This design comes from an exercise in tuning for a short achievable clock period and few clock cycles on the open sky130 flow, not from production work. The RTL was checked by simulation tests, not by an equivalence proof against the original design. No activity file was given, so power comes from the tool's default toggle rates.

File: flow/config.mk
export PLATFORM = sky130hd
export DESIGN_NAME = risc16
export DESIGN_NICKNAME = risc16
export VERILOG_FILES = /design/flow/design.v
export SDC_FILE = /design/flow/constraint.sdc
export NUM_CORES = 4
export LEC_CHECK = 0
export ABC_CLOCK_PERIOD_IN_PS = 1500
export CAP_MARGIN = 20
export CORE_MARGIN = 2
export CORE_UTILIZATION = 40
export SETUP_SLACK_MARGIN = 5
export SLEW_MARGIN = 20
export TNS_END_PERCENT = 100
File: flow/constraint.sdc
create_clock -name core_clock -period 10.0 [get_ports {clk}]
set_input_delay 2.0000 -clock core_clock [delete_from_list [all_inputs] [get_ports {clk}]]
set_output_delay 2.0000 -clock core_clock [all_outputs]
set_load 0.01 [all_outputs]
File: flow/design.v
module alu(
           input [15:0] a,
           input [15:0] b,
           output [15:0] sum,
           output [15:0] nand_out
       );
assign sum = a + b;
assign nand_out = ~(a & b);
endmodule
module gpr(
           input clk,
           input rst,
           input [7:1] we,
           input [15:0] wdata,
           input [7:1] sel_a,
           input [7:1] sel_b,
           input [7:1] sel_c,
           output [15:0] rd_a,
           output [15:0] rd_b,
           output [15:0] rd_c,
           output [15:0] outrega
       );
reg [15:0] r[7:1];
integer i;
always @(posedge clk)
begin
    if (rst)
    begin
        for (i = 1; i < 8; i = i + 1)
            r[i] <= 16'd0;
    end
    else
    begin
        for (i = 1; i < 8; i = i + 1)
            if (we[i])
                r[i] <= wdata;
    end
end
reg [15:0] a, b, c;
always @(*)
begin
    a = 16'd0;
    b = 16'd0;
    c = 16'd0;
    for (i = 1; i < 8; i = i + 1)
    begin
        a = a | ({16{sel_a[i]}} & r[i]);
        b = b | ({16{sel_b[i]}} & r[i]);
        c = c | ({16{sel_c[i]}} & r[i]);
    end
end
assign rd_a = a;
assign rd_b = b;
assign rd_c = c;
assign outrega = r[1];
endmodule
module ctrl(
           input [15:0] ir,
           output [7:1] sel_a,      
           output [7:1] sel_b,      
           output use_imm,          
           output [7:1] sel_c,      
           output [7:1] we,         
           output w_sum, w_nand, w_lui, w_ld, w_link,
           output is_sw, is_lw, is_beq, is_jalr
       );
wire [2:0] op = ir[15:13];
wire [7:0] dec_a = 8'd1 << ir[12:10];
wire [7:0] dec_b = 8'd1 << ir[9:7];
wire [7:0] dec_c = 8'd1 << ir[2:0];
wire op_add  = (op == 3'b000);
wire op_addi = (op == 3'b001);
wire op_nand = (op == 3'b010);
wire op_lui  = (op == 3'b011);
wire op_sw   = (op == 3'b100);
wire op_lw   = (op == 3'b101);
wire op_beq  = (op == 3'b110);
wire op_jalr = (op == 3'b111);
wire writes = ~(op_sw | op_beq);
assign sel_a = dec_b[7:1];
assign sel_b = (op_add | op_nand) ? dec_c[7:1] : 7'd0;
assign use_imm = op_addi | op_sw;
assign sel_c = dec_a[7:1];
assign we = writes ? dec_a[7:1] : 7'd0;
assign w_sum = op_add | op_addi;
assign w_nand = op_nand;
assign w_lui = op_lui;
assign w_ld = op_lw;
assign w_link = op_jalr;
assign is_sw = op_sw;
assign is_lw = op_lw;
assign is_beq = op_beq;
assign is_jalr = op_jalr;
endmodule
module risc16 (
           input clk,
           input rst,
           input extern_halt,
           input [15:0] ir,
           input [15:0] data_in,
           output[15:0] pc_out,
           output[15:0] outRegA,
           output [15:0] addr,
           output [15:0] data_bus,
           output mem_rw
       );
parameter PROG_START = 16'h000F;
wire halt = extern_halt;
reg [15:0] pc;
assign pc_out = pc;
reg        btb_v   [0:15];
reg [3:0]  btb_tag [0:15];
reg [15:0] btb_tgt [0:15];
wire [3:0] f_idx = pc[3:0];
wire f_hit = btb_v[f_idx] && (btb_tag[f_idx] == pc[7:4]);
wire [15:0] f_pc1 = pc + 16'd1;
wire [15:0] f_pred = f_hit ? btb_tgt[f_idx] : f_pc1;
wire [7:1] d_sel_a, d_sel_b, d_sel_c, d_we;
wire d_use_imm, d_w_sum, d_w_nand, d_w_lui, d_w_ld, d_w_link;
wire d_is_sw, d_is_lw, d_is_beq, d_is_jalr;
ctrl cpu_ctrl(
         .ir(ir),
         .sel_a(d_sel_a),
         .sel_b(d_sel_b),
         .use_imm(d_use_imm),
         .sel_c(d_sel_c),
         .we(d_we),
         .w_sum(d_w_sum),
         .w_nand(d_w_nand),
         .w_lui(d_w_lui),
         .w_ld(d_w_ld),
         .w_link(d_w_link),
         .is_sw(d_is_sw),
         .is_lw(d_is_lw),
         .is_beq(d_is_beq),
         .is_jalr(d_is_jalr)
     );
reg        e_valid;
reg [7:1]  e_sel_a, e_sel_b, e_sel_c, e_we;
reg        e_use_imm, e_w_sum, e_w_nand, e_w_lui, e_w_ld, e_w_link;
reg        e_is_sw, e_is_beq, e_is_jalr;
reg [9:0]  e_imm;
reg [15:0] e_pc1;
reg [3:0]  e_idx;
reg [3:0]  e_tag;
reg [15:0] addr_r, data_r;
reg        rw_r;
reg        buf_v;
reg [15:0] buf_addr, buf_data;
assign addr = addr_r;
assign data_bus = data_r;
assign mem_rw = rw_r;
wire [15:0] rd_a, rd_b, rd_c;
wire [15:0] wdata;
gpr cpu_gpr(
        .clk(clk),
        .rst(rst),
        .we(e_we & {7{~halt}}),
        .wdata(wdata),
        .sel_a(e_sel_a),
        .sel_b(e_sel_b),
        .sel_c(e_sel_c),
        .rd_a(rd_a),
        .rd_b(rd_b),
        .rd_c(rd_c),
        .outrega(outRegA)
    );
wire [15:0] op_b = rd_b | ({16{e_use_imm}} & {9'd0, e_imm[6:0]});
wire [15:0] sum, nand_out;
alu cpu_alu(
        .a(rd_a),
        .b(op_b),
        .sum(sum),
        .nand_out(nand_out)
    );
wire fwd = buf_v && (buf_addr == addr_r);
wire [15:0] ld_data = fwd ? buf_data : data_in;
assign wdata = ({16{e_w_sum}} & sum)
             | ({16{e_w_nand}} & nand_out)
             | ({16{e_w_lui}} & {e_imm, 6'd0})
             | ({16{e_w_ld}} & ld_data)
             | ({16{e_w_link}} & e_pc1);
wire eq = (rd_c == rd_a);
wire [15:0] e_bt = e_pc1 + {9'd0, e_imm[6:0]};
wire taken_beq = e_is_beq & eq;
wire m_seq = (e_pc1 != pc);
wire m_bt = (e_bt != pc);
wire m_rb = (rd_a != pc);
wire mispredict = e_valid & (e_is_jalr ? m_rb : (taken_beq ? m_bt : m_seq));
wire [15:0] e_npc = e_is_jalr ? rd_a : (taken_beq ? e_bt : e_pc1);
wire redirect = e_is_jalr | taken_beq;
wire st_new = e_is_sw;
wire ld_next = d_is_lw;
integer i;
always @(posedge clk)
begin
    if (rst)
    begin
        pc <= PROG_START;
        e_valid <= 1'b0;
        e_we <= 7'd0;
        e_is_sw <= 1'b0;
        e_is_beq <= 1'b0;
        e_is_jalr <= 1'b0;
        rw_r <= 1'b0;
        buf_v <= 1'b0;
        for (i = 0; i < 16; i = i + 1)
            btb_v[i] <= 1'b0;
    end
    else if (!halt)
    begin
        pc <= mispredict ? e_npc : f_pred;
        e_valid <= ~mispredict;
        e_sel_a <= d_sel_a;
        e_sel_b <= d_sel_b;
        e_sel_c <= d_sel_c;
        e_we <= mispredict ? 7'd0 : d_we;
        e_use_imm <= d_use_imm;
        e_w_sum <= d_w_sum;
        e_w_nand <= d_w_nand;
        e_w_lui <= d_w_lui;
        e_w_ld <= d_w_ld;
        e_w_link <= d_w_link;
        e_is_sw <= d_is_sw & ~mispredict;
        e_is_beq <= d_is_beq & ~mispredict;
        e_is_jalr <= d_is_jalr & ~mispredict;
        e_imm <= ir[9:0];
        e_pc1 <= f_pc1;
        e_idx <= pc[3:0];
        e_tag <= pc[7:4];
        if (e_valid)
        begin
            if (redirect)
            begin
                btb_v[e_idx] <= 1'b1;
                btb_tag[e_idx] <= e_tag;
                btb_tgt[e_idx] <= e_npc;
            end
            else if (mispredict)
                btb_v[e_idx] <= 1'b0;
        end
        if (ld_next)
        begin
            addr_r <= {6'd0, ir[9:0]};
            rw_r <= 1'b0;
            if (st_new)
            begin
                buf_v <= 1'b1;
                buf_addr <= sum;
                buf_data <= rd_c;
            end
        end
        else if (buf_v)
        begin
            addr_r <= buf_addr;
            data_r <= buf_data;
            rw_r <= 1'b1;
            buf_v <= st_new;
            buf_addr <= sum;
            buf_data <= rd_c;
        end
        else if (st_new)
        begin
            addr_r <= sum;
            data_r <= rd_c;
            rw_r <= 1'b1;
        end
        else
            rw_r <= 1'b0;
    end
end
endmodule
File: flow/flow/run.sh
#!/bin/bash
set -euo pipefail
bash standard.sh SETUP_SLACK_MARGIN=7 finish > standard.log 2>&1
File: flow/standard.sh
#!/bin/bash
# synth_recipe.tcl (not shown) runs the flow's synth.tcl, then flattens the netlist and writes it again
# the make line also repeats each setting of config.mk as NAME=value (left out here)
make -C /OpenROAD-flow-scripts/flow DESIGN_CONFIG=/design/flow/config.mk WORK_HOME=/design/flow/orfs CLKGATE_MAP_FILE= SYNTH_SCRIPT=/design/flow/synth_recipe.tcl "${@:-finish}"
==> results of run 1 <==
==> worst register-to-register path, stage by stage (launching register included) <==
cell and delay, ns:
edfxtp_1 0.44, buf_6 0.15, buf_6 0.12, a222oi_1 0.38, nand3_2 0.33, xor2_2 0.28, nor4_4 0.25, buf_4 0.18
nand3b_1 0.13, buf_4 0.17, nor3_4 0.29, xnor2_2 0.19, o221ai_2 0.18, o41ai_4 0.33, a41oi_2 0.21, buf_12 0.18
or4b_1 0.46, a21oi_1 0.12
==> per-stage QoR <==
step | cell area (sq um) | cells
after floorplan | 28130 | 2001
after global placement | 29780 | 2853
after detailed placement | 29870 | 2858
after CTS | 36910 | 3318
after global routing | 38250 | 3379
final | 38250 | 3379
==> logic make-up after synthesis <==
group | synth area share
AND/OR/NAND/NOR | 0.07441
buffers and inverters | 0.02575
XOR/XNOR | 0.03126
multiplexers | 0.1203
AO/OA/AOI/OAI | 0.1260
flip-flops | 0.6099
adder cells (fa/ha/maj) | 0.01239
==> registers in the layout (all words and copies together) (netlist names), 7 cells and up, named ones only <==
name,flops
addr_r,16
btb_tag,64
btb_tgt,256
btb_v,16
buf_addr,16
buf_data,16
cpu_gpr.r,112
data_r,16
e_imm,10
e_pc1,16
e_sel_a,7
e_sel_b,7
e_sel_c,7
e_we,7
pc,16
==> worst paths after layout <==
check                     endpoint  depth (start not counted)
max          e_is_beq$_SDFFE_PP0N_                         17
min          e_is_beq$_SDFFE_PP0N_                          2
max reg2reg  e_is_beq$_SDFFE_PP0N_                         17
min reg2reg  e_is_beq$_SDFFE_PP0N_                          2
==> report_power, final <==
group	internal, mW	switching [mW]	leakage (nW)
combinational	0.411	0.480	7.02
sequential	2.76	0.0680	5.42
clock	1.46	1.09	1.10
total	4.63	1.64	13.5
==> repair_timing <==
action,CTS,global route
cloned,32,5
setup endpoints to repair,973,867
pin swaps,142,84
gates resized for setup,636,163
setup buffers,308,55
hold buffers,0,0
==> layout by cell type, fill, tap and decap left out, types with 32 or more instances in the layout <==
master and count:
a22oi_1 120, edfxtp_1 461, xnor2_1 38, mux2i_1 36, a211oi_2 67, mux2_2 46, dfxtp_1 109, buf_12 61
dfxtp_4 32, a211oi_1 47, mux4_2 105, clkbuf_16 71, a222oi_1 42, buf_6 158, buf_4 201, nor2_1 147
xor2_1 35, nand2_1 68, nor2_4 47
==> Yosys cell counts, types with 9 or more instances <==
master	n	area share
a222oi_1	42	0.015
xor2_1	43	0.014
a41o_1	16	0.0058
a21oi_1	38	0.0069
buf_2	10	0.0018
o21ai_0	41	0.0075
nand4_1	19	0.0043
xnor2_1	55	0.018
dfxtp_1	145	0.11
a221oi_1	11	0.0035
edfxtp_1	461	0.50
nor2b_1	15	0.0034
clkbuf_1	129	0.018
a211oi_1	114	0.031
nand3_1	54	0.0098
nand2b_1	12	0.0027
inv_1	22	0.0030
nor3_1	24	0.0044
mux4_2	105	0.086
nor2_1	181	0.025
and3_1	9	0.0021
buf_1	17	0.0023
ha_1	24	0.011
a22oi_1	120	0.033
nand2_1	74	0.010
mux2_2	47	0.019
o21ai_1	16	0.0029
mux2i_1	41	0.015
==> metal layers <==
layer,routed length [um],up-vias,share of wire
li1,-,8857,-
met1,36780,10710,0.37
met2,47930,1234,0.48
met3,7902,338,0.079
met4,7223,0,0.072
met5,0,-,0
==> cell type report <==
type	instances	area share
flip-flops and latches	606	0.4410
well taps	882	0.02885
clock inverters	37	0.01377
inverters	23	0.002355
multi-input cells	1231	0.3182
clock buffers	83	0.04592
repair buffers	516	0.1496
repair inverters	1	0.0001962
==> run_results.csv, run 1 <==
group,metric,value,unit
routing,first_iter_violations,2580,
critical_path,start_kind,"flop",
grt,antenna_found_initial,1,
grt,grt_pass1_wl,141600,um
clock_network,cts_buffers,67,
clock_network,clock_path_buffers,3,
routing,antenna_left,0,
synth,synth-seq-cells,606,
grt,gr-total-overflow,0,
finish,area_growth,39.32,%
synth,synth.avg_cell_area,13.72,sq um
critical_path,cp-end-kind,"flop",
critical_path,crit_arrival,5.01,ns
finish,drive_gt1_frac,0.4249,
synth,yosysSeqAreaShare,0.6099,
timing,hold_slack,0.4717,ns
synth,ys_types,74,
place,port_buffers,99,
routing,drc,0,
grt,grt_max_degree,93,
power,leakagePower,13.54,nW
die,core,0.06823,sq mm
critical_path,r2r_start,"e_sel_c[4]$_DFFE_PP_",
clock_network,cts_tree,"built",
run,maxCapViolCount,0,
clock_network,insertion_delay,0.64,ns
finish,utilization,0.5607,
synth,synthArstFlopShare,0,
synth,syn_nets,2062,
critical_path,cp.buffers_inverters,5,
die,die_y,266,um
timing,fin_crit_sh,0.4449,
synth,synth_area,0.02746,sq mm
critical_path,critPathLaunch,"e_sel_c[4]$_DFFE_PP_",
critical_path,path_max_fanout,5,
critical_path,worst-setup-path-type,"flop to flop",
critical_path,crit_required,10.56,ns
timing,hold_viol_final,0,
grt,grtUsageMet3,0.04261,
place,place.gp.congestion,0.9629,
critical_path,slowest_stage,"or4b_1",
timing,finalWorstPathRequiredPeriod,4.449,ns
die,initial_utilization,0.4025,
die,rows,96,
timing,max_slew_margin,0.1327,
min_path,hold_path.startpoint,"e_is_beq$_SDFFE_PP0N_",
run_status,outcome,"timing/DRC/antenna clean",
timing,finalSetupViolCount,0,
finish,multi_input_area,0.01217,sq mm
clock_network,cts_root_buffer,"clkbuf_16",
grt,first_global_vias,20490,
critical_path,reg2reg_slack,5.55,ns
synth,syn_inst,2001,
power,worst_ir_drop_vdd,139.0,uV
synth,yosys_warnings,3,
finish,antenna-diode-count,0,
routing,vias,21140,
timing,fin_setup_tns,0,ns
finish,regArea,0.01687,sq mm
die,ios,100,
synth,synth_edf_count,461,
timing,clock-skew-final,0.04469,ns
timing,slew_violations,0,
place,dp_hpwl,56900,um
power,total_power,6.265,mW
routing,avgRoutedWirePerCell,29.55,um
critical_path,slowest_delay,0.46,ns
clock_network,clock_sinks,606,
critical_path,crit_chain,"buf_6 > buf_6 > a222oi_1 > nand3_2 > xor2_2 > nor4_4 > buf_4 > nand3b_1 > buf_4 > nor3_4 > xnor2_2 > o221ai_2 > o41ai_4 > a41oi_2 > buf_12 > or4b_1 > a21oi_1",
routing,routed_wl,99840,um
clock_network,clk_pin_slew,0.07,ns
finish,nFillCells,5355,
grt,grt_use_met2,0.4554,
place,pre_cts_ws,4.385,ns
grt,met1_usage,0.3430,
clock_network,cts_max_level,3,
routing,dr.pass1.iters,11,
grt,grt-busiest-layer,"met2",
timing,worstMarginPinSlew,1.301,ns
die,dieArea,0.07076,sq mm
timing,layout_setup_ws,5.551,ns
finish,final_nets,2507,
min_path,hold_path.class,"flop to flop",
timing,rsz0062_at_grt,"true",
critical_path,cp_top_family,"simple AND/OR/NAND/NOR gates",
grt,grtUsageTotal,0.2744,
synth,ys.flop_type,"edfxtp_1",
routing,viasPerCell,6.255,
timing,max_freq,0.2248,GHz
die,die_x,266,um
power,powerDensity,163.8,mW/mm^2
Testbench counts, summed over its fixed seeds: cycles 7,494.
==> run 2, diff against run 1 <==
==> flow/run.sh (new file) <==
#!/bin/bash
# synth_recipe.tcl (not shown) runs the flow's synth.tcl, then flattens the netlist and writes it again
# the make line also repeats each setting of config.mk as NAME=value (left out here)
make -C /OpenROAD-flow-scripts/flow DESIGN_CONFIG=/design/flow/config.mk WORK_HOME=/design/flow/orfs CLKGATE_MAP_FILE= SYNTH_SCRIPT=/design/flow/synth_recipe.tcl finish
--- a/flow/config.mk
+++ b/flow/config.mk
@@ -7,3 +7,3 @@
 export LEC_CHECK = 0
-export ABC_CLOCK_PERIOD_IN_PS = 1500
+export ABC_CLOCK_PERIOD_IN_PS = 3000
 export CAP_MARGIN = 20
@@ -13,2 +13 @@
 export SLEW_MARGIN = 20
-export TNS_END_PERCENT = 100
removed: flow/flow/run.sh
removed: flow/standard.sh
==> run_results.csv, run 2 <==
group,metric,value,unit
grt,grt_pass1_wl,127300,um
routing,viasPerCell,6.177,
place,dp_hpwl,56030,um
synth,yosysSeqAreaShare,0.6099,
synth,synthTopCellsByArea,"edfxtp_1 (50%), dfxtp_1 (11%), mux4_2 (8.6%)",
grt,first_global_vias,18620,
synth,syn_nets,2062,
synth,ys.flop_type,"edfxtp_1",
timing,worstMarginPinSlew,1.149,ns
routing,avgRoutedWirePerCell,27.97,um
routing,top_layer,"met5",
run,maxCapViolCount,0,
place,pre_cts_ws,3.547,ns
clock_network,insertion_delay,0.62,ns
die,initial_utilization,0.4025,
min_path,hold_path.class,"flop to flop",
power,p_seq_frac,0.468,
clock_network,clock_sinks,606,
clock_network,clk_pin_slew,0.06,ns
power,intPower,4.535,mW
finish,largest_register_ffs,256,
clock_network,cts_root_buffer,"clkbuf_16",
clock_network,cts_buffers,69,
routing,wl_met2,40760,um
finish,final_cell_mix,"edfxtp_1 (461), nor2_1 (166), dfxtp_1 (141)",
routing,wl_met1,34080,um
timing,hold_slack,0.4666,ns
routing,first_iter_violations,2601,
synth,ys_types,74,
finish,reg_top3,"btb_tgt (256), cpu_gpr.r (112), btb_tag (64)",
synth,yosysTopAreaCell,"edfxtp_1",
min_path,hold_depth,1,
timing,fin_crit_sh,0.4827,
die,rows,96,
finish,final_cells,3087,
clock_network,ctsHoldBuffers,0,
routing,antenna_left,0,
critical_path,r2r_cells,18,
timing,slew_violations,0,
finish,final_common_cell,"edfxtp_1",
finish,final_nets,2211,
grt,grtUsageTotal,0.2435,
synth,synth_area,0.02746,sq mm
min_path,min_to,"rw_r$_SDFFE_PP0N_",
timing,rsz0062_at_grt,"false",
timing,fin_setup_tns,0,ns
timing,finalSetupViolCount,0,
grt,grt_max_degree,113,
power,power_frac_comb,0.109,
synth,synth_top_cell_area_share,0.5042,
timing,max_slew_margin,0.2343,
synth,syn_inst,2001,
die,dieArea,0.07076,sq mm
synth,synth_edf_count,461,
critical_path,slowest_delay,0.48,ns
critical_path,reg2reg_slack,5.17,ns
finish,top_register,"btb_tgt",
run_status,outcome,"timing/DRC/antenna clean",
clock_network,cts_tree,"built",
power,powerDensity,185.1,mW/mm^2
place,dp.cells,2882,
power,p_sw_frac,0.2528,
finish,drive_gt1_frac,0.2141,
die,die_x,266,um
timing,finalWorstPathRequiredPeriod,4.827,ns
critical_path,path_max_fanout,16,
power,worst_ir_drop_vdd,210.3,uV
power,leakagePower,11.07,nW
timing,clock-skew-final,0.03030,ns
synth,synth.avg_cell_area,13.72,sq um
routing,dr.pass1.iters,9,
critical_path,crit_arrival,5.34,ns
routing,drc,0,
finish,antenna-diode-count,0,
routing,route.met3.wl,6463,um
timing,hold_viol_final,0,
synth,synth-seq-cells,606,
grt,antenna_found_initial,1,
synth,synth_most_common_cell,"edfxtp_1",
power,total_power,6.070,mW
routing,routed_wl,86350,um
critical_path,crit_required,10.52,ns
grt,gr-total-overflow,0,
die,ios,100,
critical_path,start_kind,"flop",
critical_path,slowest_stage,"fa_1",
die,die_y,266,um
critical_path,r2r_start,"e_sel_b[4]$_SDFFCE_PP0P_",
synth,yosys_warnings,3,
clock_network,cts_max_level,3,
synth,synth_common_cells,"edfxtp_1 (461), nor2_1 (181), dfxtp_1 (145)",
critical_path,crit_chain,"buf_4 > a22oi_1 > nand4_1 > ha_1 > fa_1 > a21o_1 > a21oi_1 > o21bai_1 > a21oi_1 > o21bai_1 > a21oi_1 > o21bai_1 > a2111o_1 > a41oi_2 > xnor2_2 > a21oi_4 > buf_12 > a211oi_1",
routing,vias,19070,
critical_path,cp-end-kind,"flop",
power,p_sw,1.534,mW
place,place.gp.congestion,0.9717,
min_path,hold_path.startpoint,"rw_r$_SDFFE_PP0N_",
power,clockPowerShare,0.423,
timing,max_freq,0.2072,GHz
clock_network,clock_path_buffers,3,
die,core,0.06823,sq mm
finish,area_growth,19.41,%
place,port_buffers,99,
timing,layout_setup_ws,5.173,ns
critical_path,reg2reg_to,"cpu_gpr.r[5][14]$_SDFFE_PP0P_",
synth,synthArstFlopShare,0,
critical_path,worst-setup-path-type,"flop to flop",
run 2: changes by cell type in the layout (fill, tap and decap cells not counted), sizes merged:
| cell | delta |
|---|---|
| clkinvlp | +4 |
| buf | -343 |
| bufbuf | -3 |
| inv | +2 |
| nor2b | -1 |
| a41oi | +1 |
| nor2 | -14 |
| clkbuf | -4 |
| nand2 | -2 |
| clkdlybuf4s15 | -1 |
| nor3 | +2 |
| clkinv | -2 |
| clkdlybuf4s50 | +69 |
run 2: critical path: cells and delay by family (launching register included):
family | cells | cell delay, ns
buffers and inverters | 2 | 0.43
flip-flops | 1 | 0.36
AND/OR/NAND/NOR | 1 | 0.34
AO/OA/AOI/OAI | 12 | 2.53
XOR/XNOR | 1 | 0.20
adder cells (fa/ha/maj) | 2 | 0.88
run 2: metrics by stage:
stage | utilization | instance area [sq um]
2_1_floorplan | - | 27480
3_3_place_gp | 0.4325 | 29510
3_5_place_dp | 0.4331 | 29550
4_1_cts | 0.4765 | 32510
5_1_grt | 0.4806 | 32790
6_report | 0.4806 | 32790
run 2: what timing repair did:
item | 4_1_cts | 5_1_grt
endpoints found under the setup margin | 404 | 195
pin swaps | 6 | 9
resized for setup | 26 | 20
gates cloned | 3 | 0
setup buffers | 55 | 20
run 2: final cells by class:
type	count	area, sq um
multi-input cells	1217	10420
clock buffers	84	1804
well taps	882	1104
clock inverters	42	518.0
repair buffers	233	2096
fillers	5874	35440
inverters	23	90.09
flip-flops and latches	606	16760
run 2: power groups by stage:
stage / Sequential [mW] / Combinational, mW / Clock, mW
2_1_floorplan: 2.84 / 0.406 / 0
3_3_place_gp: 2.91 / 0.566 / 0
3_5_place_dp: 2.91 / 0.573 / 0
4_1_cts: 2.84 / 0.635 / 2.61
5_1_grt: 2.84 / 0.700 / 2.70
6_report: 2.84 / 0.662 / 2.57
run 2: layer usage:
layer / GRT usage / vias to the layer above
li1: - / 8247
met1: 0.3168 / 9562
met2: 0.3934 / 1003
met3: 0.04298 / 253
met4: 0.1227 / 2
met5: 0 / -
run 2: worst max-delay path by stage:
stage	start	to	slack [ns]	cells past startpoint
after floorplan	extern_halt	btb_tag[15][0]$_DFFE_PP_	5.15	7
after global placement	extern_halt	btb_tgt[6][3]$_DFFE_PP_	3.71	8
after detailed placement	extern_halt	btb_tgt[2][13]$_DFFE_PP_	3.55	7
after CTS	e_sel_a[1]$_SDFFCE_PP0P_	cpu_gpr.r[7][15]$_SDFFE_PP0P_	5.01	16
after global routing	e_sel_a[1]$_SDFFCE_PP0P_	cpu_gpr.r[6][15]$_SDFFE_PP0P_	5.00	16
final	e_sel_b[4]$_SDFFCE_PP0P_	cpu_gpr.r[5][14]$_SDFFE_PP0P_	5.17	18
run 2: logic make-up (layout without fill, tap and decap cells):
kind of cell	after synthesis	count (layout)	synth area share
xor gates and xnor gates	98	98	0.03126
DFF	606	606	0.6099
AOI/OAI and AO/OA	462	463	0.1260
muxes	193	193	0.1203
buffers and inverters	181	382	0.02575
and+or+nand+nor	435	437	0.07441
adders and majority gates	26	26	0.01239
==> run 3, diff against run 2 <==
--- a/flow/design.v
+++ b/flow/design.v
@@ -6,5 +6,59 @@
        );
-assign sum = a + b;
+add16 adder(.a(a), .b(b), .sum(sum));
 assign nand_out = ~(a & b);
 endmodule
+module add16(
+           input [15:0] a,
+           input [15:0] b,
+           output [15:0] sum
+       );
+wire [15:0] p0 = a ^ b;
+wire [15:0] g0 = a & b;
+wire [15:0] g1, p1, g2, p2, g3, p3, g4;
+genvar i;
+generate
+    for (i = 0; i < 16; i = i + 1)
+    begin : lvl
+        if (i >= 1)
+        begin : l1
+            assign g1[i] = g0[i] | (p0[i] & g0[i-1]);
+            assign p1[i] = p0[i] & p0[i-1];
+        end
+        else
+        begin : l1n
+            assign g1[i] = g0[i];
+            assign p1[i] = p0[i];
+        end
+        if (i >= 2)
+        begin : l2
+            assign g2[i] = g1[i] | (p1[i] & g1[i-2]);
+            assign p2[i] = p1[i] & p1[i-2];
+        end
+        else
+        begin : l2n
+            assign g2[i] = g1[i];
+            assign p2[i] = p1[i];
+        end
+        if (i >= 4)
+        begin : l3
+            assign g3[i] = g2[i] | (p2[i] & g2[i-4]);
+            assign p3[i] = p2[i] & p2[i-4];
+        end
+        else
+        begin : l3n
+            assign g3[i] = g2[i];
+            assign p3[i] = p2[i];
+        end
+        if (i >= 8)
+        begin : l4
+            assign g4[i] = g3[i] | (p3[i] & g3[i-8]);
+        end
+        else
+        begin : l4n
+            assign g4[i] = g3[i];
+        end
+    end
+endgenerate
+assign sum = p0 ^ {g4[14:0], 1'b0};
+endmodule
 module gpr(
@@ -111,8 +165,19 @@
 reg        btb_v   [0:15];
-reg [3:0]  btb_tag [0:15];
+reg [11:0] btb_tag [0:15];
 reg [15:0] btb_tgt [0:15];
-wire [3:0] f_idx = pc[3:0];
-wire f_hit = btb_v[f_idx] && (btb_tag[f_idx] == pc[7:4]);
+reg [15:0] f_hitv;
+reg [15:0] f_tgt;
+integer k;
+always @(*)
+begin
+    f_tgt = 16'd0;
+    for (k = 0; k < 16; k = k + 1)
+    begin
+        f_hitv[k] = btb_v[k] && (btb_tag[k] == pc[15:4]) && (pc[3:0] == k);
+        f_tgt = f_tgt | ({16{f_hitv[k]}} & btb_tgt[k]);
+    end
+end
+wire f_hit = |f_hitv;
 wire [15:0] f_pc1 = pc + 16'd1;
-wire [15:0] f_pred = f_hit ? btb_tgt[f_idx] : f_pc1;
+wire [15:0] f_pred = f_hit ? f_tgt : f_pc1;
 wire [7:1] d_sel_a, d_sel_b, d_sel_c, d_we;
@@ -138,4 +203,4 @@
 reg        e_valid;
-reg [7:1]  e_sel_a, e_sel_b, e_sel_c, e_we;
-reg        e_use_imm, e_w_sum, e_w_nand, e_w_lui, e_w_ld, e_w_link;
+reg [7:1]  e_we;
+reg        e_w_sum, e_w_nand, e_w_lui, e_w_ld, e_w_link;
 reg        e_is_sw, e_is_beq, e_is_jalr;
@@ -144,3 +209,6 @@
 reg [3:0]  e_idx;
-reg [3:0]  e_tag;
+reg [11:0] e_tag;
+reg        e_hit;       
+reg        e_imm_nz;    
+reg [15:0] op_a, op_b, op_c;    
 reg [15:0] addr_r, data_r;
@@ -159,5 +227,5 @@
         .wdata(wdata),
-        .sel_a(e_sel_a),
-        .sel_b(e_sel_b),
-        .sel_c(e_sel_c),
+        .sel_a(d_sel_a),
+        .sel_b(d_sel_b),
+        .sel_c(d_sel_c),
         .rd_a(rd_a),
@@ -167,6 +235,12 @@
     );
-wire [15:0] op_b = rd_b | ({16{e_use_imm}} & {9'd0, e_imm[6:0]});
+wire fwd_a = |(d_sel_a & e_we);
+wire fwd_b = |(d_sel_b & e_we);
+wire fwd_c = |(d_sel_c & e_we);
+wire [15:0] b_reg = rd_b | ({16{d_use_imm}} & {9'd0, ir[6:0]});
+wire [15:0] a_next = fwd_a ? wdata : rd_a;
+wire [15:0] b_next = fwd_b ? wdata : b_reg;
+wire [15:0] c_next = fwd_c ? wdata : rd_c;
 wire [15:0] sum, nand_out;
 alu cpu_alu(
-        .a(rd_a),
+        .a(op_a),
         .b(op_b),
@@ -182,10 +256,9 @@
              | ({16{e_w_link}} & e_pc1);
-wire eq = (rd_c == rd_a);
-wire [15:0] e_bt = e_pc1 + {9'd0, e_imm[6:0]};
-wire taken_beq = e_is_beq & eq;
-wire m_seq = (e_pc1 != pc);
-wire m_bt = (e_bt != pc);
-wire m_rb = (rd_a != pc);
-wire mispredict = e_valid & (e_is_jalr ? m_rb : (taken_beq ? m_bt : m_seq));
-wire [15:0] e_npc = e_is_jalr ? rd_a : (taken_beq ? e_bt : e_pc1);
+wire eq = (op_c == op_a);
+wire [15:0] e_bt;
+add16 bt_adder(.a(e_pc1), .b({9'd0, e_imm[6:0]}), .sum(e_bt));
+wire taken_beq = e_is_beq & eq & e_imm_nz;
+wire m_rb = (op_a != pc);
+wire mispredict = e_is_jalr ? m_rb : (e_is_beq ? (eq & e_imm_nz) ^ e_hit : e_valid & e_hit);
+wire [15:0] e_npc = e_is_jalr ? op_a : (taken_beq ? e_bt : e_pc1);
 wire redirect = e_is_jalr | taken_beq;
@@ -205,5 +278,5 @@
         rw_r <= 1'b0;
+        addr_r <= 16'd0;
+        data_r <= 16'd0;
         buf_v <= 1'b0;
-        for (i = 0; i < 16; i = i + 1)
-            btb_v[i] <= 1'b0;
     end
@@ -213,7 +286,3 @@
         e_valid <= ~mispredict;
-        e_sel_a <= d_sel_a;
-        e_sel_b <= d_sel_b;
-        e_sel_c <= d_sel_c;
         e_we <= mispredict ? 7'd0 : d_we;
-        e_use_imm <= d_use_imm;
         e_w_sum <= d_w_sum;
@@ -229,14 +298,8 @@
         e_idx <= pc[3:0];
-        e_tag <= pc[7:4];
-        if (e_valid)
-        begin
-            if (redirect)
-            begin
-                btb_v[e_idx] <= 1'b1;
-                btb_tag[e_idx] <= e_tag;
-                btb_tgt[e_idx] <= e_npc;
-            end
-            else if (mispredict)
-                btb_v[e_idx] <= 1'b0;
-        end
+        e_tag <= pc[15:4];
+        e_hit <= f_hit;
+        e_imm_nz <= |ir[6:0];
+        op_a <= a_next;
+        op_b <= b_next;
+        op_c <= c_next;
         if (ld_next)
@@ -249,3 +312,3 @@
                 buf_addr <= sum;
-                buf_data <= rd_c;
+                buf_data <= op_c;
             end
@@ -259,3 +322,3 @@
             buf_addr <= sum;
-            buf_data <= rd_c;
+            buf_data <= op_c;
         end
@@ -264,3 +327,3 @@
             addr_r <= sum;
-            data_r <= rd_c;
+            data_r <= op_c;
             rw_r <= 1'b1;
@@ -270,2 +333,21 @@
     end
+end
+always @(posedge clk)
+begin
+    if (rst)
+    begin
+        for (i = 0; i < 16; i = i + 1)
+            btb_v[i] <= 1'b0;
+    end
+    else if (e_valid)
+    begin
+        if (redirect)
+        begin
+            btb_v[e_idx] <= 1'b1;
+            btb_tag[e_idx] <= e_tag;
+            btb_tgt[e_idx] <= e_npc;
+        end
+        else if (mispredict)
+            btb_v[e_idx] <= 1'b0;
+    end
 end
==> flow/flow/run.sh (new file) <==
#!/bin/bash
set -euo pipefail
bash standard.sh SETUP_SLACK_MARGIN=7 finish > standard.log 2>&1
==> flow/standard.sh (new file) <==
#!/bin/bash
# synth_recipe.tcl (not shown) runs the flow's synth.tcl, then flattens the netlist and writes it again
# the make line also repeats each setting of config.mk as NAME=value (left out here)
make -C /OpenROAD-flow-scripts/flow DESIGN_CONFIG=/design/flow/config.mk WORK_HOME=/design/flow/orfs CLKGATE_MAP_FILE= SYNTH_SCRIPT=/design/flow/synth_recipe.tcl "${@:-finish}"
--- a/flow/config.mk
+++ b/flow/config.mk
@@ -7,3 +7,3 @@
 export LEC_CHECK = 0
-export ABC_CLOCK_PERIOD_IN_PS = 3000
+export ABC_CLOCK_PERIOD_IN_PS = 1500
 export CAP_MARGIN = 20
@@ -13 +13,2 @@
 export SLEW_MARGIN = 20
+export TNS_END_PERCENT = 100
removed: flow/run.sh
==> run_results.csv, run 3 <==
group,metric,value,unit
clock_network,cts_tree,"built",
critical_path,cp.buffers_inverters,2,
routing,routed_wl,134300,um
finish,final_nets,3207,
critical_path,slowest_stage,"dfxtp_4",
die,initial_utilization,0.4017,
critical_path,worst-setup-path-type,"flop to output port",
synth,synthTopCellsByArea,"edfxtp_1 (51%), dfxtp_1 (10%), xnor2_1 (5.8%)",
run_status,outcome,"timing/DRC/antenna clean",
clock_network,clk_pin_slew,0.06,ns
clock_network,cts_buffers,81,
clock_network,insertion_delay,0.67,ns
synth,synthArstFlopShare,0,
synth,yosysTopAreaCell,"edfxtp_1",
grt,antenna_found_initial,2,
min_path,min_to,"addr_r[12]$_SDFFE_PP0P_",
place,dp.cells,3874,
routing,avgRoutedWirePerCell,30.76,um
synth,syn_inst,2732,
timing,finalSetupViolCount,0,
grt,grt_pass1_wl,186200,um
place,dp_hpwl,72940,um
finish,final_common_cell,"edfxtp_1",
run,maxCapViolCount,0,
place,port_buffers,99,
die,core,0.08648,sq mm
clock_network,clock_path_buffers,3,
synth,synth.avg_cell_area,12.72,sq um
finish,final_cell_mix,"edfxtp_1 (593), buf_4 (228), xnor2_1 (227)",
power,worst_ir_drop_vdd,142.7,uV
die,die_x,298.7,um
critical_path,crit_required,8.00,ns
synth,synth_area,0.03474,sq mm
timing,slew_violations,0,
routing,dr.pass1.iters,6,
timing,fin_setup_tns,0,ns
critical_path,r2r_start,"pc[4]$_SDFFE_PP0N_",
routing,first_iter_violations,3837,
timing,worstMarginPinSlew,1.109,ns
min_path,hold_path.startpoint,"addr_r[12]$_SDFFE_PP0P_",
synth,ys_types,67,
die,ios,100,
finish,largest_register_ffs,256,
synth,yosysSeqAreaShare,0.6122,
die,dieArea,0.08923,sq mm
finish,area_growth,32.69,%
power,leakagePower,15.84,nW
synth,synth_most_common_cell,"edfxtp_1",
finish,final_cells,4365,
timing,layout_setup_ws,6.683,ns
min_path,hold_path.class,"flop to flop",
clock_network,cts_root_buffer,"clkbuf_16",
finish,utilization,0.5331,
die,rows,108,
clock_network,cts_max_level,3,
critical_path,crit_arrival,1.32,ns
grt,gr-total-overflow,0,
grt,grt_max_degree,71,
synth,syn_nets,2796,
critical_path,reg2reg_slack,6.76,ns
timing,hold_viol_final,0,
grt,first_global_vias,25870,
die,die_y,298.7,um
power,powerDensity,162.8,mW/mm^2
timing,finalWorstPathRequiredPeriod,3.317,ns
finish,reg_top3,"btb_tgt (256), btb_tag (192), cpu_gpr.r (112)",
routing,drc,0,
critical_path,slowest_delay,0.40,ns
critical_path,cp-end-kind,"output port",
critical_path,r2r_cells,11,
synth,ys.flop_type,"edfxtp_1",
critical_path,start_kind,"flop",
clock_network,clock_sinks,766,
finish,nFillCells,7059,
synth,yosys_warnings,3,
synth,synth_edf_count,593,
place,pre_cts_ws,4.735,ns
synth,synth-seq-cells,766,
place,place.gp.congestion,0.9339,
routing,viasPerCell,6.316,
critical_path,cp_top_family,"flip-flops",
timing,fin_crit_sh,0.3317,
routing,antenna_left,0,
timing,clock-skew-final,0.03554,ns
grt,grtUsageTotal,0.2858,
synth,synth_top_cell_area_share,0.5126,
critical_path,crit_chain,"buf_12 > buf_6",
timing,max_slew_margin,0.2607,
timing,max_freq,0.3014,GHz
finish,drive_gt1_frac,0.3132,
clock_network,ctsHoldBuffers,0,
timing,rsz0062_at_grt,"true",
synth,synth_common_cells,"edfxtp_1 (593), xnor2_1 (231), dfxtp_1 (173)",
routing,vias,27570,
min_path,hold_depth,2,
finish,top_register,"btb_tgt",
critical_path,path_max_fanout,2,
critical_path,reg2reg_to,"pc[6]$_SDFFE_PP0N_",
-- run 3: cells by family after synthesis --
kind of cell | count (synthesis) | share of synthesized area
flops | 766 | 0.6122
compound gates | 705 | 0.1389
simple gates | 585 | 0.09000
xor+xnor | 277 | 0.06983
buf+inv | 234 | 0.02877
mux | 136 | 0.04941
fa+ha+maj | 29 | 0.01088
-- run 3: worst max-delay path by stage --
stage	startpoint	endpoint	slack, ns	cells past startpoint
after floorplan	rst	pc[8]$_SDFFE_PP0N_	5.52	7
after global placement	ir[1]	op_b[0]$_DFFE_PP_	4.81	7
after detailed placement	extern_halt	e_we[2]$_SDFFE_PP0N_	4.73	7
after CTS	pc[14]$_SDFFE_PP0N_	pc_out[14]	6.67	2
after global routing	pc[14]$_SDFFE_PP0N_	pc_out[14]	6.67	2
final	pc[14]$_SDFFE_PP0N_	pc_out[14]	6.68	2
-- run 3: final cells by class --
cell class / count / area (sq um) / share of cell area
flip-flops and latches: 766 / 21450 / 0.4652
repair buffers: 499 / 6017 / 0.1305
repair inverters: 1 / 7.507 / 0.0001628
clock buffers: 111 / 2283 / 0.04953
clock inverters: 38 / 394.1 / 0.008549
inverters: 49 / 214.0 / 0.004641
well taps: 1155 / 1445 / 0.03135
multi-input cells: 1745 / 14290 / 0.3099
diodes: 1 / 2.502 / 0.00005428
-- run 3: stage by stage --
step / area [sq um] / hold slack (ns) / total power, mW
5_1_grt: 46100 / 0.5125 / 7.680
3_5_place_dp: 37420 / 0.4787 / 4.222
3_3_place_gp: 37410 / 0.4712 / 4.210
2_1_floorplan: 35670 / 0.4273 / 3.993
4_1_cts: 44170 / 0.4846 / 7.404
6_report: 46100 / 0.4781 / 7.504
-- run 3: worst min-delay path, delay by kind of cell, from the launching register on --
| family | cells | cell delay [ns] |
|---|---|---|
| simple gates | 1 | 0.05 |
| flops | 1 | 0.34 |
| compound gates | 1 | 0.05 |
-- run 3: repair_timing --
action,CTS,global route
endpoints found under the setup margin,998,805
cloned,34,11
resized for setup,695,233
pin swaps,61,61
setup buffers,214,78
-- run 3: power by group --
part	internal, mW	switching, mW	leakage, nW
Clock	1.72	1.33	1.30
Sequential	3.48	0.0733	6.85
Combinational	0.373	0.517	7.69
Total	5.58	1.92	15.8
-- run 3: metal layers --
metal	wire (um)	vias to the layer above	track usage	part of all wire
li1	-	11410	-	-
met1	51920	13880	0.3937	0.39
met2	60210	1885	0.4412	0.45
met3	15860	398	0.06449	0.12
met4	6290	2	0.1089	0.047
met5	12	-	0	0.000089
Testbench counts of run 3, summed over its fixed seeds: cycles 7,491.
==> run 4, diff against run 3 <==
==> flow/flow/run.sh (replaced) <==
#!/bin/bash
set -euo pipefail
bash standard.sh SETUP_SLACK_MARGIN=7.5 finish > standard.log 2>&1
--- a/flow/config.mk
+++ b/flow/config.mk
@@ -7,6 +7,5 @@
 export LEC_CHECK = 0
-export ABC_CLOCK_PERIOD_IN_PS = 1500
 export CAP_MARGIN = 20
 export CORE_MARGIN = 2
-export CORE_UTILIZATION = 40
+export CORE_UTILIZATION = 60
 export SETUP_SLACK_MARGIN = 5
==> run_results.csv, run 4 <==
group,metric,value,unit
synth,synth-compound-area-share,0.1389,
synth,ys_types,67,
synth,synth_top_family_by_area,"compound AO/OA/AOI/OAI gates",
synth,synth-xor-area-share,0.06983,
grt,antenna_found_initial,16,
synth,synth_edf_count,593,
synth,syn_inst,2732,
die,initial_utilization,0.6045,
clock_network,cts_max_level,3,
synth,synthMuxAreaShare,0.04941,
synth,yosys_warnings,3,
clock_network,clock_path_buffers,3,
synth,synthAdderAreaFrac,0.01088,
synth,synth.avg_cell_area,12.72,sq um
grt,grtUsageTotal,0.8408,
timing,worst_endpoint,"pc_out[13]",
die,ios,100,
synth,synth_most_common_cell,"edfxtp_1",
synth,yosysSeqAreaShare,0.6122,
timing,endpoint_type,"primary output",
place,port_buffers,99,
run_status,outcome,"stopped before the end",
synth,synth-seq-cells,766,
place,place.gp.congestion,0.9562,
synth,synth_area,0.03474,sq mm
synth,yosysTopAreaCell,"edfxtp_1",
synth,ys.flop_type,"edfxtp_1",
die,die_x,244.6,um
die,rows,88,
synth,synth_common_cells,"edfxtp_1 (593), xnor2_1 (231), dfxtp_1 (173)",
synth,synth_top_cell_area_share,0.5126,
run_status,lastStage,"5_1_grt",
die,die_y,244.6,um
clock_network,cts_root_buffer,"clkbuf_16",
clock_network,cts_buffers,78,
clock_network,clock_sinks,766,
synth,synthTopCellsByArea,"edfxtp_1 (51%), dfxtp_1 (10%), xnor2_1 (5.8%)",
synth,syn_nets,2796,
place,dp_hpwl,69990,um
synth,synthArstFlopShare,0,
grt,grt_max_degree,45,
synth,synth-simple-area-share,0.09000,
run_status,tool.error,"[ERROR GRT-0232] Routing congestion too high. Check the congestion heatmap in the GUI.",
grt,gr-total-overflow,337,
run 4: cell counts after synthesis:
No cell type changed its count.
run 4: through the flow:
stage	setup WS [ns]	util	std cells	instance area [sq um]	power (mW)
floorplan	5.516	-	2732	36170	4.014
global placement	5.108	0.6474	3480	37210	4.215
detailed placement	5.000	0.6475	3480	37210	4.229
CTS	6.730	0.8609	4119	49480	7.492
run 4: what timing repair did:
action                                  in CTS
cloned                                      97
pin swaps                                  175
endpoints found under the setup margin    1164
gates resized for setup                   1250
setup buffers                              396
hold buffers                                 0
run 4: how the worst max path moves through the flow:
stage | slack [ns] | cells after the start | endpoint | startpoint
after CTS | 6.73 | 2 | pc_out[13] | pc[13]$_SDFFE_PP0N_
after detailed placement | 5.00 | 9 | op_b[1]$_DFFE_PP_ | ir[1]
after global placement | 5.11 | 8 | op_b[14]$_DFFE_PP_ | ir[1]
after floorplan | 5.52 | 7 | pc[8]$_SDFFE_PP0N_ | rst
run 4: per-layer routing:
metal	overflow	GRT usage
met5	2	0.5123
met4	148	0.8024
met3	22	0.7433
met2	143	0.9518
met1	22	0.8542
run 4: logic make-up after synthesis:
kind of cell	Yosys count
DFF	766
AOI/OAI and AO/OA	705
and+or+nand+nor	585
xor gates and xnor gates	277
buffers and inverters	234
muxes	136
adders and majority gates	29
run 4: power groups by stage:
stage | sequential (mW) | clock, mW | combinational (mW)
after floorplan | 3.59 | 0 | 0.421
after global placement | 3.64 | 0 | 0.579
after detailed placement | 3.64 | 0 | 0.590
after CTS | 3.56 | 2.97 | 0.961
==> run 5, diff against run 4 <==
--- a/flow/design.v
+++ b/flow/design.v
@@ -164,20 +164,3 @@
 assign pc_out = pc;
-reg        btb_v   [0:15];
-reg [11:0] btb_tag [0:15];
-reg [15:0] btb_tgt [0:15];
-reg [15:0] f_hitv;
-reg [15:0] f_tgt;
-integer k;
-always @(*)
-begin
-    f_tgt = 16'd0;
-    for (k = 0; k < 16; k = k + 1)
-    begin
-        f_hitv[k] = btb_v[k] && (btb_tag[k] == pc[15:4]) && (pc[3:0] == k);
-        f_tgt = f_tgt | ({16{f_hitv[k]}} & btb_tgt[k]);
-    end
-end
-wire f_hit = |f_hitv;
 wire [15:0] f_pc1 = pc + 16'd1;
-wire [15:0] f_pred = f_hit ? f_tgt : f_pc1;
 wire [7:1] d_sel_a, d_sel_b, d_sel_c, d_we;
@@ -202,12 +185,9 @@
      );
-reg        e_valid;
 reg [7:1]  e_we;
 reg        e_w_sum, e_w_nand, e_w_lui, e_w_ld, e_w_link;
-reg        e_is_sw, e_is_beq, e_is_jalr;
+reg        e_is_sw;
+reg        e_beq;       
+reg        e_jalr;      
 reg [9:0]  e_imm;
 reg [15:0] e_pc1;
-reg [3:0]  e_idx;
-reg [11:0] e_tag;
-reg        e_hit;       
-reg        e_imm_nz;    
 reg [15:0] op_a, op_b, op_c;    
@@ -259,7 +239,4 @@
 add16 bt_adder(.a(e_pc1), .b({9'd0, e_imm[6:0]}), .sum(e_bt));
-wire taken_beq = e_is_beq & eq & e_imm_nz;
-wire m_rb = (op_a != pc);
-wire mispredict = e_is_jalr ? m_rb : (e_is_beq ? (eq & e_imm_nz) ^ e_hit : e_valid & e_hit);
-wire [15:0] e_npc = e_is_jalr ? op_a : (taken_beq ? e_bt : e_pc1);
-wire redirect = e_is_jalr | taken_beq;
+wire mispredict = (e_beq & eq) | e_jalr;
+wire [15:0] e_target = e_jalr ? op_a : e_bt;
 wire st_new = e_is_sw;
@@ -272,7 +249,6 @@
         pc <= PROG_START;
-        e_valid <= 1'b0;
         e_we <= 7'd0;
         e_is_sw <= 1'b0;
-        e_is_beq <= 1'b0;
-        e_is_jalr <= 1'b0;
+        e_beq <= 1'b0;
+        e_jalr <= 1'b0;
         rw_r <= 1'b0;
@@ -284,4 +260,3 @@
     begin
-        pc <= mispredict ? e_npc : f_pred;
-        e_valid <= ~mispredict;
+        pc <= mispredict ? e_target : ((d_is_jalr & fwd_a) ? wdata : f_pc1);
         e_we <= mispredict ? 7'd0 : d_we;
@@ -293,10 +268,6 @@
         e_is_sw <= d_is_sw & ~mispredict;
-        e_is_beq <= d_is_beq & ~mispredict;
-        e_is_jalr <= d_is_jalr & ~mispredict;
+        e_beq <= d_is_beq & (ir[6:0] != 7'd0) & ~mispredict;
+        e_jalr <= d_is_jalr & ~fwd_a & ~mispredict;
         e_imm <= ir[9:0];
         e_pc1 <= f_pc1;
-        e_idx <= pc[3:0];
-        e_tag <= pc[15:4];
-        e_hit <= f_hit;
-        e_imm_nz <= |ir[6:0];
         op_a <= a_next;
@@ -333,21 +304,2 @@
     end
-end
-always @(posedge clk)
-begin
-    if (rst)
-    begin
-        for (i = 0; i < 16; i = i + 1)
-            btb_v[i] <= 1'b0;
-    end
-    else if (e_valid)
-    begin
-        if (redirect)
-        begin
-            btb_v[e_idx] <= 1'b1;
-            btb_tag[e_idx] <= e_tag;
-            btb_tgt[e_idx] <= e_npc;
-        end
-        else if (mispredict)
-            btb_v[e_idx] <= 1'b0;
-    end
 end
==> flow/flow/run.sh (replaced) <==
#!/bin/bash
set -euo pipefail
bash standard.sh SETUP_SLACK_MARGIN=7 finish > standard.log 2>&1
--- a/flow/config.mk
+++ b/flow/config.mk
@@ -7,5 +7,6 @@
 export LEC_CHECK = 0
+export ABC_CLOCK_PERIOD_IN_PS = 1500
 export CAP_MARGIN = 20
 export CORE_MARGIN = 2
-export CORE_UTILIZATION = 60
+export CORE_UTILIZATION = 40
 export SETUP_SLACK_MARGIN = 5
==> run_results.csv, run 5 <==
group,metric,value,unit
synth,ys.flop_type,"dfxtp_1",
power,leakagePower,8.268,nW
power,intPower,2.185,mW
synth,syn_nets,1726,
timing,hold_viol_final,0,
timing,max_freq,0.3116,GHz
place,place.gp.congestion,0.9508,
synth,synth_most_common_cell,"nor2_1",
die,die_x,202.7,um
synth,yosysSeqAreaShare,0.4292,
synth,synth-seq-cells,283,
finish,top_register,"cpu_gpr.r",
power,p_sw,877.5,uW
clock_network,clk_pin_slew,0.07,ns
critical_path,reg2reg_to,"cpu_gpr.r[4][12]$_SDFFE_PP0P_",
clock_network,ctsHoldBuffers,0,
synth,synth_common_cells,"nor2_1 (187), dfxtp_1 (172), a21oi_1 (130), o21ai_0 (130), edfxtp_1 (111)",
timing,finalSetupViolCount,0,
power,power_frac_comb,0.189,
critical_path,start_kind,"input port",
critical_path,endpoint,"pc[8]$_SDFFE_PP0N_",
die,initial_utilization,0.4066,
synth,ys_types,75,
finish,final_cell_mix,"buf_4 (165), nor2_1 (145), o21ai_0 (112)",
critical_path,crit_required,10.50,ns
die,die_y,202.7,um
synth,yosys_warnings,3,
critical_path,cp_top_family,"compound AO/OA/AOI/OAI gates",
finish,antenna-diode-count,0,
routing,antenna_left,0,
critical_path,r2r_cells,12,
grt,antenna_found_initial,2,
grt,grt_pass1_wl,98710,um
critical_path,slowest_stage,"mux4_2",
synth,yosysTopAreaCell,"dfxtp_1",
synth,synth_area,0.01579,sq mm
place,dp.cells,2173,
power,p_seq_frac,0.420,
critical_path,worst-setup-path-type,"input port to flop",
finish,fin_area,0.02228,sq mm
clock_network,cts_max_level,1,
place,port_buffers,99,
clock_network,cts_root_buffer,"clkbuf_16",
synth,synthTopCellsByArea,"dfxtp_1 (22%), edfxtp_1 (21%), mux2i_1 (6.9%)",
critical_path,critPathLaunch,"ir[8]",
critical_path,reg2reg_slack,6.95,ns
routing,vias,15860,
critical_path,slowest_delay,0.34,ns
finish,area_growth,41.14,%
critical_path,worst_path_most_repeated_cell,"buf_12",
run,maxCapViolCount,0,
min_path,hold_depth,2,
critical_path,cp-end-kind,"flop",
clock_network,clock_path_buffers,3,
die,core,0.03883,sq mm
clock_network,clock_sinks,283,
grt,grtUsageTotal,0.3210,
clock_network,insertion_delay,0.60,ns
timing,fin_crit_sh,0.3209,
routing,first_iter_violations,2396,
critical_path,path_depth,10,
finish,final_nets,1965,
timing,fin_setup_tns,0,ns
finish,largest_register_ffs,112,
run_status,outcome,"timing/DRC/antenna clean",
synth,synth_edf_count,111,
place,dp_hpwl,41810,um
routing,viasPerCell,6.483,
clock_network,cts_tree,"built",
critical_path,crit_chain,"buf_12 > buf_12 > mux4_2 > inv_2 > a21oi_4 > and2_4 > buf_12 > nor2_2 > a211o_1 > a31oi_1",
place,dpl_cell_area,0.01743,sq mm
routing,avgRoutedWirePerCell,29.06,um
grt,gr-total-overflow,0,
timing,slew_violations,0,
routing,routed_wl,71120,um
synth,synth_top_cell_area_share,0.2181,
routing,drc,0,
critical_path,path_max_fanout,5,
die,dieArea,0.04108,sq mm
synth,synth.avg_cell_area,9.482,sq um
min_path,hold_path.class,"flop to flop",
timing,finalWorstPathRequiredPeriod,3.209,ns
grt,first_global_vias,14610,
synth,syn_inst,1665,
power,worst_ir_drop_vdd,139.2,uV
clock_network,cts_buffers,31,
timing,worstMarginPinSlew,0.9345,ns
timing,max_slew_margin,0.3770,
die,ios,100,
critical_path,crit_arrival,3.71,ns
finish,drive_gt1_frac,0.3582,
finish,final_common_cell,"buf_4",
critical_path,cp.buffers_inverters,4,
grt,grt_max_degree,70,
timing,clock-skew-final,0.02324,ns
power,p_sw_frac,0.2865,
finish,final_cells,2447,
power,clockPowerShare,0.391,
routing,dr.pass1.iters,8,
power,powerDensity,137.4,mW/mm^2
synth,synthArstFlopShare,0,
timing,rsz0062_at_grt,"true",
critical_path,r2r_start,"op_b[0]$_DFFE_PP_",
die,rows,72,
## run 5: changes by cell type after synthesis, moves of 20 or more
cell      previous run  this run
xor2_1              46        19
a21oi_1            163       130
nand2_1            115        92
edfxtp_1           593       111
nor3_1              45        22
nand4_1             77        15
a221oi_1            49        29
nor4_1              26         5
clkbuf_1           139       102
a22oi_1            133        35
mux2i_1             59       109
xnor2_1            231        47
inv_1               48        27
## run 5: worst min path at each step
stage	slack, ns	to	startpoint
after detailed placement	0.48	data_r[10]$_SDFFE_PP0P_	data_r[10]$_SDFFE_PP0P_
final	0.49	data_r[11]$_SDFFE_PP0P_	data_r[11]$_SDFFE_PP0P_
after floorplan	0.46	e_beq$_SDFFE_PP0N_	e_beq$_SDFFE_PP0N_
after CTS	0.49	rw_r$_SDFFE_PP0N_	rw_r$_SDFFE_PP0N_
after global routing	0.51	data_r[14]$_SDFFE_PP0P_	data_r[14]$_SDFFE_PP0P_
after global placement	0.48	data_r[11]$_SDFFE_PP0P_	data_r[11]$_SDFFE_PP0P_
## run 5: kinds of logic (layout without fill, tap and decap cells)
family / count (synthesis) / in the layout / share of synthesized area
adder cells (fa/ha/maj): 26 / 26 / 0.02156
XOR/XNOR: 66 / 66 / 0.03661
multiplexers: 168 / 168 / 0.1250
buffers and inverters: 168 / 424 / 0.04272
AO/OA/AOI/OAI: 535 / 536 / 0.2248
flip-flops: 283 / 283 / 0.4292
AND/OR/NAND/NOR: 419 / 426 / 0.1201
## run 5: through the flow
step | total power [mW] | hold slack (ns) | util | setup slack [ns]
6_report | 3.063 | 0.4941 | 0.5739 | 6.791
3_3_place_gp | 1.692 | 0.4762 | 0.4490 | 5.183
4_1_cts | 2.994 | 0.4921 | 0.5455 | 6.833
5_1_grt | 3.141 | 0.5087 | 0.5739 | 6.747
2_1_floorplan | 1.553 | 0.4604 | - | 5.989
3_5_place_dp | 1.695 | 0.4838 | 0.4490 | 5.224
## run 5: layout make-up
| type | instances | area (sq um) |
|---|---|---|
| clock buffer | 41 | 907.1 |
| clock inverter | 17 | 148.9 |
| inverter | 29 | 155.1 |
| tap | 518 | 648.1 |
| fill | 3235 | 16540 |
| sequential | 283 | 6929 |
| timing repair inverter | 1 | 7.507 |
| timing repair buffer | 336 | 3900 |
| multi-input combinational | 1222 | 9587 |
## run 5: per-layer routing
| layer | vias to the layer above | routed length (um) | track usage |
|---|---|---|---|
| li1 | 6784 | - | - |
| met1 | 7613 | 26530 | 0.4204 |
| met2 | 1148 | 31290 | 0.4979 |
| met3 | 319 | 8100 | 0.06116 |
| met4 | 0 | 5201 | 0.1825 |
| met5 | - | 0 | 0 |
## run 5: worst min-delay path, cell delays in order, from the launching register on
cell      delay [ns]
dfxtp_2         0.32
nor2_1          0.09
a211oi_1        0.04
## run 5: power groups by stage
stage          sequential, mW  clock, mW  combinational [mW]
2_1_floorplan            1.30          0               0.258
3_3_place_gp             1.32          0               0.377
3_5_place_dp             1.32          0               0.379
4_1_cts                  1.28       1.21               0.504
5_1_grt                  1.29       1.25               0.600
6_report                 1.29       1.20               0.577
## run 5: repair_timing
item,CTS,global route
setup buffers,134,50
endpoints found under the hold margin,0,0
pin swaps,51,53
setup endpoints to repair,355,226
gates resized for setup,637,123
cloned,23,9
Testbench counts of run 5, summed over its fixed seeds: cycles 7,513.
==> run 6, diff against run 5 <==
--- a/flow/design.v
+++ b/flow/design.v
@@ -186,2 +186,4 @@
 reg [7:1]  e_we;
+reg [2:0]  e_dest;      
+reg        e_wen;       
 reg        e_w_sum, e_w_nand, e_w_lui, e_w_ld, e_w_link;
@@ -215,5 +217,5 @@
     );
-wire fwd_a = |(d_sel_a & e_we);
-wire fwd_b = |(d_sel_b & e_we);
-wire fwd_c = |(d_sel_c & e_we);
+wire fwd_a = e_wen & (ir[9:7] == e_dest);
+wire fwd_b = e_wen & (ir[2:0] == e_dest) & ~ir[15] & ~ir[13];    
+wire fwd_c = e_wen & (ir[12:10] == e_dest);
 wire [15:0] b_reg = rd_b | ({16{d_use_imm}} & {9'd0, ir[6:0]});
@@ -250,2 +252,3 @@
         e_we <= 7'd0;
+        e_wen <= 1'b0;
         e_is_sw <= 1'b0;
@@ -260,4 +263,7 @@
     begin
-        pc <= mispredict ? e_target : ((d_is_jalr & fwd_a) ? wdata : f_pc1);
+        pc <= (d_is_jalr & fwd_a & ~mispredict) ? wdata :
+              (mispredict ? e_target : f_pc1);
         e_we <= mispredict ? 7'd0 : d_we;
+        e_dest <= ir[12:10];
+        e_wen <= |d_we & ~mispredict;
         e_w_sum <= d_w_sum;
==> run_results.csv, run 6 <==
group,metric,value,unit
run_status,outcome,"timing/DRC/antenna clean",
synth,synth_area,0.01564,sq mm
timing,max_freq,0.3185,GHz
clock_network,cts_tree,"built",
grt,grt_max_degree,90,
timing,finalSetupViolCount,0,
clock_network,clock_sinks,287,
finish,largest_register_ffs,112,
min_path,hold_path.class,"flop to flop",
timing,slew_violations,0,
synth,synthTopCellsByArea,"dfxtp_1 (22%), edfxtp_1 (22%), a211oi_1 (6.8%)",
synth,yosysTopAreaCell,"dfxtp_1",
clock_network,ctsHoldBuffers,0,
timing,clock-skew-final,0.03585,ns
synth,yosys_warnings,3,
grt,grt_pass1_wl,94340,um
power,total_power,3.177,mW
clock_network,clk_pin_slew,0.06,ns
synth,synthArstFlopShare,0,
min_path,hold_path.startpoint,"e_we[7]$_SDFFE_PP0N_",
die,dieArea,0.04070,sq mm
timing,hold_viol_final,0,
synth,syn_nets,1669,
timing,worstMarginPinSlew,1.142,ns
critical_path,worst-setup-path-type,"input port to flop",
synth,yosysSeqAreaShare,0.4404,
place,dp_hpwl,39400,um
power,worst_ir_drop_vdd,93.01,uV
die,initial_utilization,0.4047,
die,core,0.03865,sq mm
routing,avgRoutedWirePerCell,27.53,um
synth,synth_common_cells,"nor2_1 (204), dfxtp_1 (173), a211oi_1 (142)",
finish,final_common_cell,"nor2_1",
timing,fin_crit_sh,0.3140,
critical_path,path_max_fanout,4,
power,p_sw,871.9,uW
die,rows,72,
finish,final_nets,1885,
critical_path,start_kind,"input port",
synth,syn_inst,1608,
min_path,hold_depth,2,
min_path,min_to,"e_we[7]$_SDFFE_PP0N_",
clock_network,clock_path_buffers,3,
critical_path,cp-end-kind,"flop",
power,leakagePower,8.169,nW
timing,finalWorstPathRequiredPeriod,3.140,ns
finish,final_cell_mix,"nor2_1 (190), buf_4 (138), a211oi_1 (133)",
grt,first_global_vias,14050,
finish,top_register,"cpu_gpr.r",
timing,max_slew_margin,0.2386,
clock_network,cts_buffers,34,
timing,rsz0062_at_grt,"true",
clock_network,insertion_delay,0.57,ns
routing,first_iter_violations,1853,
critical_path,reg2reg_to,"pc[9]$_SDFFE_PP0N_",
routing,vias,14910,
finish,fin_area,0.02199,sq mm
synth,synth_most_common_cell,"nor2_1",
power,intPower,2.305,mW
finish,utilization,0.5690,
synth,synth.avg_cell_area,9.726,sq um
critical_path,r2r_start,"op_b[4]$_DFFE_PP_",
clock_network,cts_root_buffer,"clkbuf_16",
die,die_y,201.7,um
routing,viasPerCell,6.293,
synth,synth_edf_count,114,
die,ios,100,
critical_path,reg2reg_slack,7.02,ns
routing,routed_wl,65230,um
power,power_frac_comb,0.170,
routing,drc,0,
grt,grtUsageTotal,0.3096,
finish,area_growth,40.60,%
clock_network,cts_max_level,2,
power,p_sw_frac,0.2744,
power,powerDensity,144.5,mW/mm^2
timing,hold_slack,0.4401,ns
grt,antenna_found_initial,1,
place,place.gp.congestion,0.9391,
place,port_buffers,99,
timing,fin_setup_tns,0,ns
die,die_x,201.7,um
run,maxCapViolCount,0,
critical_path,crit_required,10.46,ns
critical_path,crit_arrival,3.60,ns
grt,gr-total-overflow,0,
finish,drive_gt1_frac,0.3481,
routing,antenna_left,0,
synth,synth-seq-cells,287,
power,clockPowerShare,0.422,
synth,ys.flop_type,"dfxtp_1",
place,dpl_cell_area,0.01739,sq mm
synth,synth_top_cell_area_share,0.2215,
power,p_seq_frac,0.409,
synth,ys_types,73,
critical_path,r2r_cells,10,
routing,dr.pass1.iters,8,
finish,nFillCells,3224,
[run 6: cell types whose count changed in the layout (fill, tap and decap cells not counted), moves of 15 or more]
cell / change
mux2_4: +15
o21ai_1: +16
nor2_1: +45
o21ai_0: -81
mux2i_1: -35
buf_4: -27
a22o_1: -17
nor2_4: -17
a221oi_2: +19
a21oi_1: -39
a22oi_1: +22
a211oi_1: +65
nand3_1: -15
[run 6: through the flow]
| stage | instances | setup slack (ns) |
|---|---|---|
| 2_1_floorplan | 1608 | 6.379 |
| 3_3_place_gp | 2119 | 4.963 |
| 3_5_place_dp | 2122 | 5.231 |
| 4_1_cts | 2338 | 6.924 |
| 5_1_grt | 2368 | 6.756 |
| 6_report | 2369 | 6.860 |
[run 6: power groups by stage]
stage | logic (mW) | clock network (mW) | registers [mW]
5_1_grt | 0.562 | 1.40 | 1.30
2_1_floorplan | 0.252 | 0 | 1.31
3_5_place_dp | 0.365 | 0 | 1.33
3_3_place_gp | 0.363 | 0 | 1.33
6_report | 0.539 | 1.34 | 1.30
4_1_cts | 0.491 | 1.35 | 1.30
[run 6: critical path, stage by stage]
cell and delay [ns]:
buf_8 0.12, buf_12 0.13, xnor2_2 0.10, nand4_1 0.19, buf_12 0.20, or2_4 0.28
nand3_4 0.11, o22ai_2 0.11, a211o_1 0.25, o21ai_1 0.10
[run 6: per-layer routing]
layer	GRT usage	up-vias	wire length, um
met1	0.4048	7250	25510
met3	0.05296	238	6093
met2	0.4787	890	29180
met5	0	-	0
li1	-	6529	-
met4	0.1901	0	4449
[run 6: how the worst max path moves through the flow]
stage / to / cells past startpoint / startpoint
CTS: pc[12]$_SDFFE_PP0N_ / 10 / ir[8]
floorplan: buf_addr[0]$_DFFE_PP_ / 7 / ir[15]
global placement: op_c[13]$_DFFE_PP_ / 6 / ir[11]
global route: pc[4]$_SDFFE_PP0N_ / 11 / ir[8]
detailed placement: op_b[10]$_DFFE_PP_ / 8 / ir[13]
finish: pc[11]$_SDFFE_PP0N_ / 10 / ir[7]
[run 6: timing repair]
action                     in CTS  in global routing
setup endpoints to repair     401                226
gates cloned                   22                  4
gates resized for setup       593                101
buffers inserted              132                 25
pin swaps                      38                 56
[run 6: layout make-up]
class                      instances  area, sq um  share of cell area
antenna                            1        2.502           0.0001138
clock buffer                      49         1015             0.04615
clock inverter                    13        173.9            0.007909
inverter                          32        158.9            0.007227
multi-input combinational       1159         9331              0.4244
sequential                       287         7042              0.3202
tap                              518        648.1             0.02948
timing repair buffer             309         3606              0.1640
timing repair inverter             1        11.26           0.0005121
[run 6: cell families after synthesis]
family	after synthesis	synth area share
XOR/XNOR	84	0.04704
flip-flops	287	0.4404
AO/OA/AOI/OAI	499	0.2307
multiplexers	128	0.1009
buffers and inverters	169	0.04256
AND/OR/NAND/NOR	415	0.1166
adder cells (fa/ha/maj)	26	0.02176
Testbench counts of run 6, summed over its fixed seeds: cycles 7,513.

what the ideal ports hide:
Ports are ideal in the flow. The routed layouts listed here were re-timed in OpenROAD.
Step 1 sets driving cells, clkbuf_16 on the clock port and buf_2 on the other inputs (assumed; they add their load-dependent delay and slew).
Step 2 moves the port delays by t, midway between the first and last clock arrival at a register: inputs arrive t later, outputs are due t later. That takes back most of the time a late clock gives input paths.
a / b / c = ideal / step 1 / step 2; a / b = the first two.
| run | shift t [ns] | setup slack, ns | hold slack, ns | clock arrival spread, ns | slew at the worst register clock pin (ns) |
|---|---|---|---|---|---|
| run 1 | 0.684 | 5.551 / 5.551 / 5.551 | 0.472 / 0.472 / 0.472 | 0.046 / 0.045 | 0.07 / 0.07 |
| run 2 | 0.669 | 5.173 / 5.173 / 4.555 | 0.467 / 0.467 / 0.467 | 0.031 / 0.031 | 0.07 / 0.07 |
| run 3 | 0.713 | 6.683 / 6.618 / 6.112 | 0.478 / 0.478 / 0.478 | 0.036 / 0.036 | 0.07 / 0.07 |
| run 5 | 0.642 | 6.791 / 6.799 / 6.157 | 0.494 / 0.494 / 0.494 | 0.023 / 0.024 | 0.07 / 0.07 |
| run 6 | 0.603 | 6.860 / 6.857 / 6.254 | 0.440 / 0.440 / 0.440 | 0.036 / 0.037 | 0.07 / 0.07 |
After both steps every run listed still meets setup and hold. For run 5, which loses most, drivers alone change the setup slack by +0.008 ns; drivers and shift together by -0.634 ns.
